What follows belongs to an exercise in optimizing a design on an open flow for small area; a production flow would make more cautious choices. The RTL was checked by simulation tests, not by an equivalence proof against the original design. Power is estimated from default activity; no workload was simulated.

[flow/design.v]
`timescale 1ns / 1ps
module Divisor_1x10_7 (
	input wire clk,
	input wire reset,
	output reg s_clk,
	output wire tick_o
    );
reg [13:0] cuenta;
assign tick_o = (cuenta == 14'd10000) & ~s_clk;
always @(posedge clk,posedge reset)
	begin
		if (reset)
			begin
				s_clk <= 0;
				cuenta <= 0;
			end
		else
			begin
				if (cuenta == 14'd10000)
					begin
						cuenta <= 14'h0;
						s_clk <= ~s_clk;
					end
				else
					cuenta <= cuenta + 1'b1;
			end
	end
endmodule
module Divisor_5x10_6 (
	input wire clk,
	input wire reset,
	output reg s_clk,
	output wire tick_o
    );
reg [12:0] cuenta;
assign tick_o = (cuenta == 13'd5000) & ~s_clk;
always @(posedge clk,posedge reset)
	begin
		if (reset)
			begin
				s_clk <= 0;
				cuenta <= 0;
			end
		else
			begin
				if (cuenta == 13'd5000)
					begin
						cuenta <= 13'h0;
						s_clk <= ~s_clk;
					end
				else
					cuenta <= cuenta + 1'b1;
			end
	end
endmodule
module Divisor_500 (
	input wire clk,
	input wire reset,
	output reg s_clk,
	output wire tick_o
    );
reg [7:0] cuenta;
assign tick_o = (cuenta == 8'd200) & ~s_clk;
always @(posedge clk,posedge reset)
	begin
		if (reset)
			begin
				s_clk <= 0;
				cuenta <= 0;
			end
		else
			begin
				if (cuenta == 8'd200)
					begin
						cuenta <= 8'h0;
						s_clk <= ~s_clk;
					end
				else
					cuenta <= cuenta + 1'b1;
			end
	end
endmodule
`timescale 1ns / 1ps
module Count_BCD64
(input wire reset_rst_in, clock_clk_in, en_in,
 input wire down_in, up_in,
 output wire [7:0] q_o
);
reg [7:0] estado_actual, estado_siguiente;
always @(posedge clock_clk_in, posedge reset_rst_in)
	if (reset_rst_in)
		estado_actual <= 8'b00100000;
	else if (en_in)
		estado_actual <= estado_siguiente;
always @*
	if (up_in == 1'b1)
		begin
		estado_siguiente[3:0] = (estado_actual[3:0]==4'b1001)? 4'b0000 : estado_actual[3:0] + 1'b1;
		estado_siguiente[7:4] = (estado_actual[3:0]==4'b1001)? estado_actual[7:4] + 1'b1 : estado_actual[7:4];
		end
	else if (down_in == 1'b1)
		begin
		estado_siguiente[3:0] = (estado_actual[3:0]==4'b0000)? 4'b1001 : estado_actual[3:0] - 1'b1;
		estado_siguiente[7:4] = (estado_actual[3:0]==4'b0000)? estado_actual[7:4] - 1'b1 : estado_actual[7:4];
		end
	else
			estado_siguiente = estado_actual;
assign q_o = estado_actual;
endmodule
`timescale 1ns / 1ps
module ContadorUniversal
 #(parameter N=6)
(input wire reset_rst_in, clock_clk_in,
 input wire syn_clr_in , load_in, en_in, up_in,
 input wire [N-1:0] d_in,
 output wire max_tick_o, min_tick_o,
 output wire [N-1:0] q_o
);
reg [N-1:0] estado_actual, estado_siguiente;
always @(posedge clock_clk_in, posedge reset_rst_in)
if (reset_rst_in)
estado_actual <= 0;
else
estado_actual <= estado_siguiente;
always @*
if (syn_clr_in)
		estado_siguiente = 0;
else if (load_in)
		estado_siguiente = d_in;
else if (en_in & up_in)
		estado_siguiente = estado_actual + 1'b1;
else if (en_in & ~up_in)
		estado_siguiente = estado_actual - 1'b1;
else
		estado_siguiente = estado_actual;
assign q_o = estado_actual;
assign max_tick_o = (estado_actual==2**N-1) ? 1'b1 : 1'b0;
assign min_tick_o = (estado_actual==0) ? 1'b1 : 1'b0;
endmodule
`timescale 1ns / 1ps
module FSM(
    input wire clk, en, rst, Conect_i, Listo_C1_i, Listo_C2_i,
	 input wire [8:0] temperatura_i,
    output reg EN_C1_o, EN_C2_o,
	 output reg [1:0] state,
	 output reg [3:0] primer_disp,segundo_disp,tercer_disp,cuarto_disp
    );
	parameter s1=2'b00; parameter s2=2'b01;
	parameter s3=2'b10; parameter s4=2'b11;
	reg [1:0] Conect;
always@(posedge clk or posedge rst)
	begin
		if (rst)
			begin
				state <= s1;Conect <= 2'b00;
			end
		else if (en)
			begin
				if (Conect_i == 1'b1)
					Conect [0] <= 1'b1;
				else Conect [0] <= Conect [0];
				case (state)
					s1:
						begin
							if (Listo_C1_i == 1'b1)
								state <= s2;
							else
								state <= s1;
						end
					s2:
						begin
							if (Conect[0] == 1'b1)
								state <= s3;
							else
								state <= s1;
						end
					s3:
						begin
							if (Listo_C1_i==1'b1)
								state <= s4;
							else
								state <= s3;
						end
					s4:
						begin
							if (Listo_C2_i==1'b1)
								begin
									state <= s1;
									Conect <= Conect + 1'b1;
								end
							else
								state <= s4;
						end
				endcase
			end
	end
	always@*
		begin
			cuarto_disp = {2'b00, state};
			if ((state == s1) | (state == s2))
					begin
						EN_C1_o = 1'b1; EN_C2_o = 1'b0;
						primer_disp = temperatura_i [3:0];
						segundo_disp = temperatura_i [7:4];
						tercer_disp = temperatura_i [8] ? 4'hA : 4'hC;
					end
			else if (state == s3)
					begin
						EN_C1_o = 1'b1; EN_C2_o = 1'b0;
						primer_disp = Conect[1]? 4'hE : 4'hB;
						segundo_disp = Conect[1]? 4'hD : 4'hC;
						tercer_disp = 4'hF;
					end
			else
					begin
						EN_C1_o = 1'b0; EN_C2_o = 1'b1;
						primer_disp = Conect[1]? 4'hE : 4'hB;
						segundo_disp = Conect[1]? 4'hD : 4'hC;
						tercer_disp = 4'hF;
					end
		end
endmodule
`timescale 1ns / 1ps
module BCD_to_7seg(
	input wire [3:0] bcd_i,
	output reg [7:0] sev_seg_o
    );
	always@*
		begin
			if (bcd_i == 4'h0)
				sev_seg_o = 8'b00000011;
			else if (bcd_i == 4'h1)
				sev_seg_o = 8'b10011111;
			else if (bcd_i == 4'h2)
				sev_seg_o = 8'b00100101;
			else if (bcd_i == 4'h3)
				sev_seg_o = 8'b00001101;
			else if (bcd_i == 4'h4)
				sev_seg_o = 8'b10011001;
			else if (bcd_i == 4'h5)
				sev_seg_o = 8'b01001001;
			else if (bcd_i == 4'h6)
				sev_seg_o = 8'b11000001;
			else if (bcd_i == 4'h7)
				sev_seg_o = 8'b00011111;
			else if (bcd_i == 4'h8)
				sev_seg_o = 8'b00000001;
			else if (bcd_i == 4'h9)
				sev_seg_o = 8'b00011001;
			else if (bcd_i == 4'hA)
				sev_seg_o = 8'b00010001;
			else if (bcd_i == 4'hB)
				sev_seg_o = 8'b11000100;
			else if (bcd_i == 4'hC)
				sev_seg_o = 8'b11100101;
			else if (bcd_i == 4'hD)
				sev_seg_o = 8'b10000101;
			else if (bcd_i == 4'hE)
				sev_seg_o = 8'b01100000;
			else
				sev_seg_o = 8'b11111111;
		end
endmodule
`timescale 1ns / 1ps
module escritor_7Seg(
	input wire clk_i, en_i, rst_i,
	input wire [3:0] primer_disp_i,segundo_disp_i,tercer_disp_i,cuarto_disp_i,
	output wire [7:0] catodo_o,
	output reg [3:0] anodo_o
    );
	reg [3:0] display;
	always@(posedge clk_i, posedge rst_i)
		begin
			if (rst_i)
				anodo_o <= 4'b1110;
			else if (en_i)
				begin
					if (anodo_o == 4'b0111)
						anodo_o <= 4'b1110;
					else
						anodo_o <= {anodo_o[2:0],1'b1};
				end
		end
	always@*
		display = (anodo_o == 4'b1110) ? primer_disp_i :
					  (anodo_o == 4'b1101) ? segundo_disp_i :
					  (anodo_o == 4'b1011) ? tercer_disp_i :
					  cuarto_disp_i;
	BCD_to_7seg bcd_to_7seg1 (
    .bcd_i(display),
    .sev_seg_o(catodo_o)
    );
endmodule
`timescale 1ns / 1ps
module Alarma(
    input wire [7:0] Temp_amb,
    input wire [7:0] Temp_corp,
    output reg Alarma,
    output reg Ventilacion,
	 output reg presencia
    );
	always@*
		begin
			if (Temp_corp[7:4] == 4'd3)
				begin
					Alarma = (Temp_corp[3:0] >= 4'd8);
					presencia = (Temp_corp[3:0] >= 4'd6);
				end
			else
				begin
					presencia = (Temp_corp[7:4] >= 4'd4)? 1'b1 : 1'b0;
					Alarma = (Temp_corp[7:4] >= 4'd4)? 1'b1 : 1'b0;
				end
			if (presencia)
				if (Temp_amb[7:4] == 4'd2)
						Ventilacion = (Temp_amb[3:0] >= 4'd5);
				else Ventilacion = (Temp_amb[7:4] >= 4'd3)? 1'b1 : 1'b0;
			else Ventilacion = 1'b0;
		end
endmodule
`timescale 1ns / 1ps
module TopModule(
input wire clk_i, rst_i, Conect_i, selector_temp_i,
input wire [1:0] T_corp_in, T_amb_in,
output wire [7:0] catodo_o,
output wire Alarma_o, Ventilacion_o, presencia_nino_o,
output wire [3:0] anodo_o,
output wire [1:0] state_o,
output wire recorre_pantalla_o, escribe_o
    );
wire s_clk, s_clk2, s_clk3;
wire s_tick, s_tick2, s_tick3;
Divisor_5x10_6 Para_escrituraLCD (
    .clk(clk_i),
    .reset(rst_i),
    .s_clk(s_clk),
    .tick_o(s_tick)
    );
Divisor_500 Para_7seg (
    .clk(clk_i),
    .reset(rst_i),
    .s_clk(s_clk2),
    .tick_o(s_tick2)
    );
Divisor_1x10_7 Para_recorrerLCD (
    .clk(clk_i),
    .reset(rst_i),
    .s_clk(s_clk3),
    .tick_o(s_tick3)
    );
wire [7:0] Temp_Corp_o, Temp_Amb_o;
wire [8:0] temperatura;  
wire [3:0] primer_disp, segundo_disp, tercer_disp, cuarto_disp;
wire Listo_C1_i, Listo_C2_i, EN_C1_o, EN_C2_o;
Count_BCD64 sensor_Temp_Corporal (
    .reset_rst_in(rst_i),
    .clock_clk_in(clk_i),
    .en_in(s_tick),
    .down_in(T_corp_in[0]),
    .up_in(T_corp_in[1]),
    .q_o(Temp_Corp_o)
    );
Count_BCD64 sensor_Temp_Ambiente (
    .reset_rst_in(rst_i),
    .clock_clk_in(clk_i),
    .en_in(s_tick),
    .down_in(T_amb_in[0]),
    .up_in(T_amb_in[1]),
    .q_o(Temp_Amb_o)
    );
assign temperatura = (selector_temp_i == 1'b1) ? {selector_temp_i ,Temp_Amb_o} : {selector_temp_i ,Temp_Corp_o};
FSM FSM1 (
    .clk(clk_i),
    .en(s_tick),
    .rst(rst_i),
    .Conect_i(Conect_i),
    .Listo_C1_i(Listo_C1_i),
    .Listo_C2_i(Listo_C2_i),
    .temperatura_i(temperatura),
    .EN_C1_o(EN_C1_o),
    .EN_C2_o(EN_C2_o),
    .state(state_o),
    .primer_disp(primer_disp),
    .segundo_disp(segundo_disp),
    .tercer_disp(tercer_disp),
    .cuarto_disp(cuarto_disp)
    );
escritor_7Seg escritor (
    .clk_i(clk_i),
    .en_i(s_tick2),
    .rst_i(rst_i),
    .primer_disp_i(primer_disp),
    .segundo_disp_i(segundo_disp),
    .tercer_disp_i(tercer_disp),
    .cuarto_disp_i(cuarto_disp),
    .catodo_o(catodo_o),
    .anodo_o(anodo_o)
    );
wire [5:0] escribe_q_o, recorre_q_o;
ContadorUniversal EscribeLCD(
    .reset_rst_in(rst_i),
    .clock_clk_in(clk_i),
    .syn_clr_in(~EN_C1_o),
    .load_in(1'd0),
    .en_in(s_tick),
    .up_in(1'd1),
    .d_in(6'd0),
    .max_tick_o(Listo_C1_i),
    .min_tick_o(),
    .q_o(escribe_q_o)
    );
ContadorUniversal recorre_pantalla(
    .reset_rst_in(rst_i),
    .clock_clk_in(clk_i),
    .syn_clr_in(~EN_C2_o | (s_tick & Listo_C2_i)),
    .load_in(1'b0),
    .en_in(s_tick3),
    .up_in(1'b1),
    .d_in(6'd0),
    .max_tick_o(Listo_C2_i),
    .min_tick_o(),
    .q_o(recorre_q_o)
    );
 assign recorre_pantalla_o = recorre_q_o[0];
 assign escribe_o = escribe_q_o[0];
Alarma Prevencion (
    .Temp_amb(Temp_Amb_o),
    .Temp_corp(Temp_Corp_o),
    .Alarma(Alarma_o),
    .Ventilacion(Ventilacion_o),
	 .presencia(presencia_nino_o)
    );
endmodule
[flow/run.sh]
#!/bin/bash
# synth_recipe.tcl (not shown) runs the flow's synth.tcl, then flattens the netlist and writes it again
# the make line also repeats each setting of config.mk as NAME=value (left out here)
make -C /OpenROAD-flow-scripts/flow DESIGN_CONFIG=/design/flow/config.mk WORK_HOME=/design/flow/orfs CLKGATE_MAP_FILE= SYNTH_SCRIPT=/design/flow/synth_recipe.tcl finish
[flow/config.mk]
export PLATFORM = sky130hd
export DESIGN_NAME = TopModule
export DESIGN_NICKNAME = TopModule
export VERILOG_FILES = /design/flow/design.v
export SDC_FILE = /design/flow/constraint.sdc
export NUM_CORES = 4
export LEC_CHECK = 0
export CAP_MARGIN = 20
export CORE_MARGIN = 2
export CORE_UTILIZATION = 40
export PLACE_DENSITY = 0.6
export SLEW_MARGIN = 20
[flow/constraint.sdc]
create_clock -name core_clock -period 10.0 [get_ports {clk_i}]
set_input_delay 2.0000 -clock core_clock [delete_from_list [all_inputs] [get_ports {clk_i}]]
set_output_delay 2.0000 -clock core_clock [all_outputs]
set_load 0.01 [all_outputs]
==> results.toml <==
[clocking]
cts_tree = "built"
clk_pin_slew_ps = 70
cts_sinks = 74
cts_setup_buffers = 0
cts_buffers = 9
h-tree-depth = 3
cts_max_path_buffers = 2
clk_latency_ps = 340
cts_hold_buf = 0
cts_resized = 0
cts_root_buf = "clkbuf_8"

[sta]
fmax_ghz = 0.144
setup-violations-final = 0
fin_crit_ps = 6950
drv_slew = 0
period_share_pct = 69.5
tns_ps = 0
rsz0062_at_grt = "false"
tightest_slew_ps = 920
fin_skew_ps = 12.2
hold_viol_final = 0
maxSlewHeadroom_pct = 38.4

[die]
dieArea_mm2 = 0.0115
start_util_pct = 41.3
die_y_um = 107
ios = 27
die_w_um = 107
rows = 37
core_area_mm2 = 0.0104

[critical_path]
cp_max_fo = 11
rrSetupSlack_ps = 7340
worstReg2RegStart = "Para_escrituraLCD.cuenta[0]$_DFF_PP0_"
r2r-end = "sensor_Temp_Corporal.estado_actual[5]$_DFFE_PP1P_"
end_kind = "primary output"
path_class = "in -> out"
cp.required_ps = 8000
r2r_cells = 7
arrival_ps = 4950
startpoint_type = "primary input"

[min_path]
hold_class = "reg -> reg"
hold_end = "Para_escrituraLCD.cuenta[0]$_DFF_PP0_"
hold_path.startpoint = "Para_escrituraLCD.cuenta[0]$_DFF_PP0_"
whs_path_depth = 1

[global_route]
antenna_found_initial = 0
grt_first_pass_wirelength_mm = 14.4
grt_usage_pct = 15.6
gr-total-overflow = 0
grt_max_degree = 75
grt_pass1_vias = 2998

[run]
maxCapViolCount = 0

[synthesis]
async_flop_share_pct = 100
syn_area_mm2 = 0.00428
synthFlopType = "dfrtp_1"
syn_nets = 468
yosys_register_bits = 74
syn_inst = 446
synth.area.top_cells = "dfrtp_1, xnor2_1, xor2_1"
yosys_warnings = 9
synth_area_leader_cell = "dfrtp_1"
synth.top_cell.area_share_pct = 40.4
ys_seq_area_share_pct = 43.4
synth_area_per_cell_um2 = 9.59
synth_edf_count = 0
synth_cell_type_count = 63

[outcome]
outcome = "no timing/DRC/antenna violations"

[layout]
diodes = 0
final_util_pct = 47.2
area_delta_synth_final_pct = 14.3
layout-drive-gt1-share_pct = 8.35
layout.nets = 484
fin_area_mm2 = 0.00489

[route]
drt-pass1-iter-count = 4
detail-route-antenna-nets = 0
drc_errors = 0
wl_mm = 8.16
drt-initial-drc-count = 143
vias_per_cell = 5.19
avgRoutedWirePerCell_um = 13.5
via_count = 3132

[power]
cellPowerDensity_mw_per_mm2 = 127
leakagePower_uw = 0.00221
total_power_uw = 619
peakVddDrop_mv = 0.0702

[placed_design]
hpwl_mm = 5.66
io_buffers = 26
place_area_mm2 = 0.00462
place.gp.congestion = 0.773
-- synth_stat cells (3+ instances only) --
master / instances
a211oi_1: 3
o21bai_1: 3
xnor2_1: 30
clkbuf_1: 15
o31ai_1: 3
and4b_1: 3
a31oi_1: 7
xor2_1: 27
buf_2: 6
nor2_1: 49
mux2i_1: 8
nand4_1: 10
o21ai_0: 11
ha_1: 12
nand3_1: 18
mux2_2: 5
dfstp_2: 5
a21o_1: 4
mux2_1: 3
nand2_1: 38
inv_1: 14
nand3b_1: 4
a21oi_1: 10
o21ai_1: 9
nor2b_1: 10
nand2b_1: 6
and3_1: 14
o22ai_1: 3
or3_1: 5
dfrtp_1: 69
-- cells by family after synthesis --
group | count (synthesis) | synth area share, %
fa+ha+maj | 14 | 4.44
mux | 16 | 3.98
compound gates | 72 | 11.0
xor+xnor | 57 | 11.7
simple gates | 175 | 21.8
flops | 74 | 43.4
buf+inv | 38 | 3.68
-- layout by cell type (no fill, tap or decap), types with 5 or more instances in the layout --
cell type / n
a21oi_1: 10
a31oi_1: 7
and3_1: 14
clkbuf_8: 10
clkdlybuf4s50_1: 26
dfrtp_1: 69
dfstp_2: 5
ha_1: 12
inv_1: 13
mux2_2: 5
mux2i_1: 8
nand2_1: 38
nand2b_1: 6
nand3_1: 18
nand4_1: 10
nor2_1: 49
nor2b_1: 10
o21ai_0: 11
o21ai_1: 8
or3_1: 5
xnor2_1: 30
xor2_1: 27
-- final cells by class --
class	instances	area, µm²
Fill cell	992	5480
Multi-Input combinational cell	334	2270
Clock inverter	5	125
Timing Repair Buffer	27	268
Sequential cell	74	1860
Inverter	16	60.1
Clock buffer	11	141
Tap cell	136	170
-- critical path: stages --
cell and delay (ps):
clkdlybuf4s50_1 790, mux2i_1 260, a211oi_1 110, o32ai_1 820, o21ai_0 230, o22a_1 260
clkdlybuf4s50_1 470
-- layer usage --
metal  part of all wire [%]  global-route usage (%)  vias up
met1                     50                    22.3     1498
met5                      0                       0        -
met4                    1.0                    6.32        0
li1                       -                       -     1580
met2                     45                    23.6       48
met3                    3.6                    2.54        6
-- power by group --
group	internal (µW)	leakage, µW	total, µW	switching, µW
Combinational	5.19	0.00111	15.7	10.5
Clock	198	0.000134	304	107
Sequential	299	0.000962	299	0
-- registers in the layout (all words and copies together), names as in the netlist --
register / flops
recorre_pantalla.estado_actual: 6
escritor.anodo_o: 4
FSM1.state: 2
sensor_Temp_Corporal.estado_actual: 8
EscribeLCD.estado_actual: 6
Para_recorrerLCD.s_clk: 1
Para_escrituraLCD.s_clk: 1
FSM1.Conect: 2
Para_escrituraLCD.cuenta: 13
Para_7seg.cuenta: 8
Para_recorrerLCD.cuenta: 14
sensor_Temp_Ambiente.estado_actual: 8
Para_7seg.s_clk: 1
-- stage by stage --
| stage | std cells | setup WS (ps) | hold slack [ps] |
|---|---|---|---|
| 5_1_grt | 603 | 2830 | 478 |
| 6_report | 603 | 3050 | 461 |
| 2_1_floorplan | 446 | 4380 | 432 |
| 3_3_place_gp | 587 | 3160 | 449 |
| 4_1_cts | 603 | 3100 | 464 |
| 3_5_place_dp | 587 | 3100 | 453 |
-- how the worst max path moves through the flow --
stage,endpoint,start
finish,catodo_o[4],selector_temp_i
global route,catodo_o[4],selector_temp_i
detailed placement,catodo_o[4],selector_temp_i
floorplan,catodo_o[7],selector_temp_i
CTS,catodo_o[4],selector_temp_i
global placement,catodo_o[4],selector_temp_i

## re-timing with driven ports
The flow's constraints put no driver on any port. The routed layout listed below was extracted and timed again, unchanged, in two steps. Step 1 (the two cells are an assumption about what drives the block):
set clk [get_ports {clk_i}]
set_driving_cell -lib_cell sky130_fd_sc_hd__clkbuf_16 $clk
set_driving_cell -lib_cell sky130_fd_sc_hd__buf_2 [delete_from_list [all_inputs] $clk]
Step 2 times the ports against the registers' clock, not the clock port: input delays grow and output delays shrink by t, the midpoint of the rising clock arrivals with the driver on. a / b / c = ideal ports / drivers / drivers and shift; a / b = the first two.
t (ns): 0.361
slack for setup (ns): 3.053 / 3.022 / 3.022
worst setup path after step 2: input to output
pins driven straight from the clock port: 1
After both steps this run still meets setup and hold. The setup slack of this run moves by -0.031 ns with the drivers and by -0.031 ns with both steps.
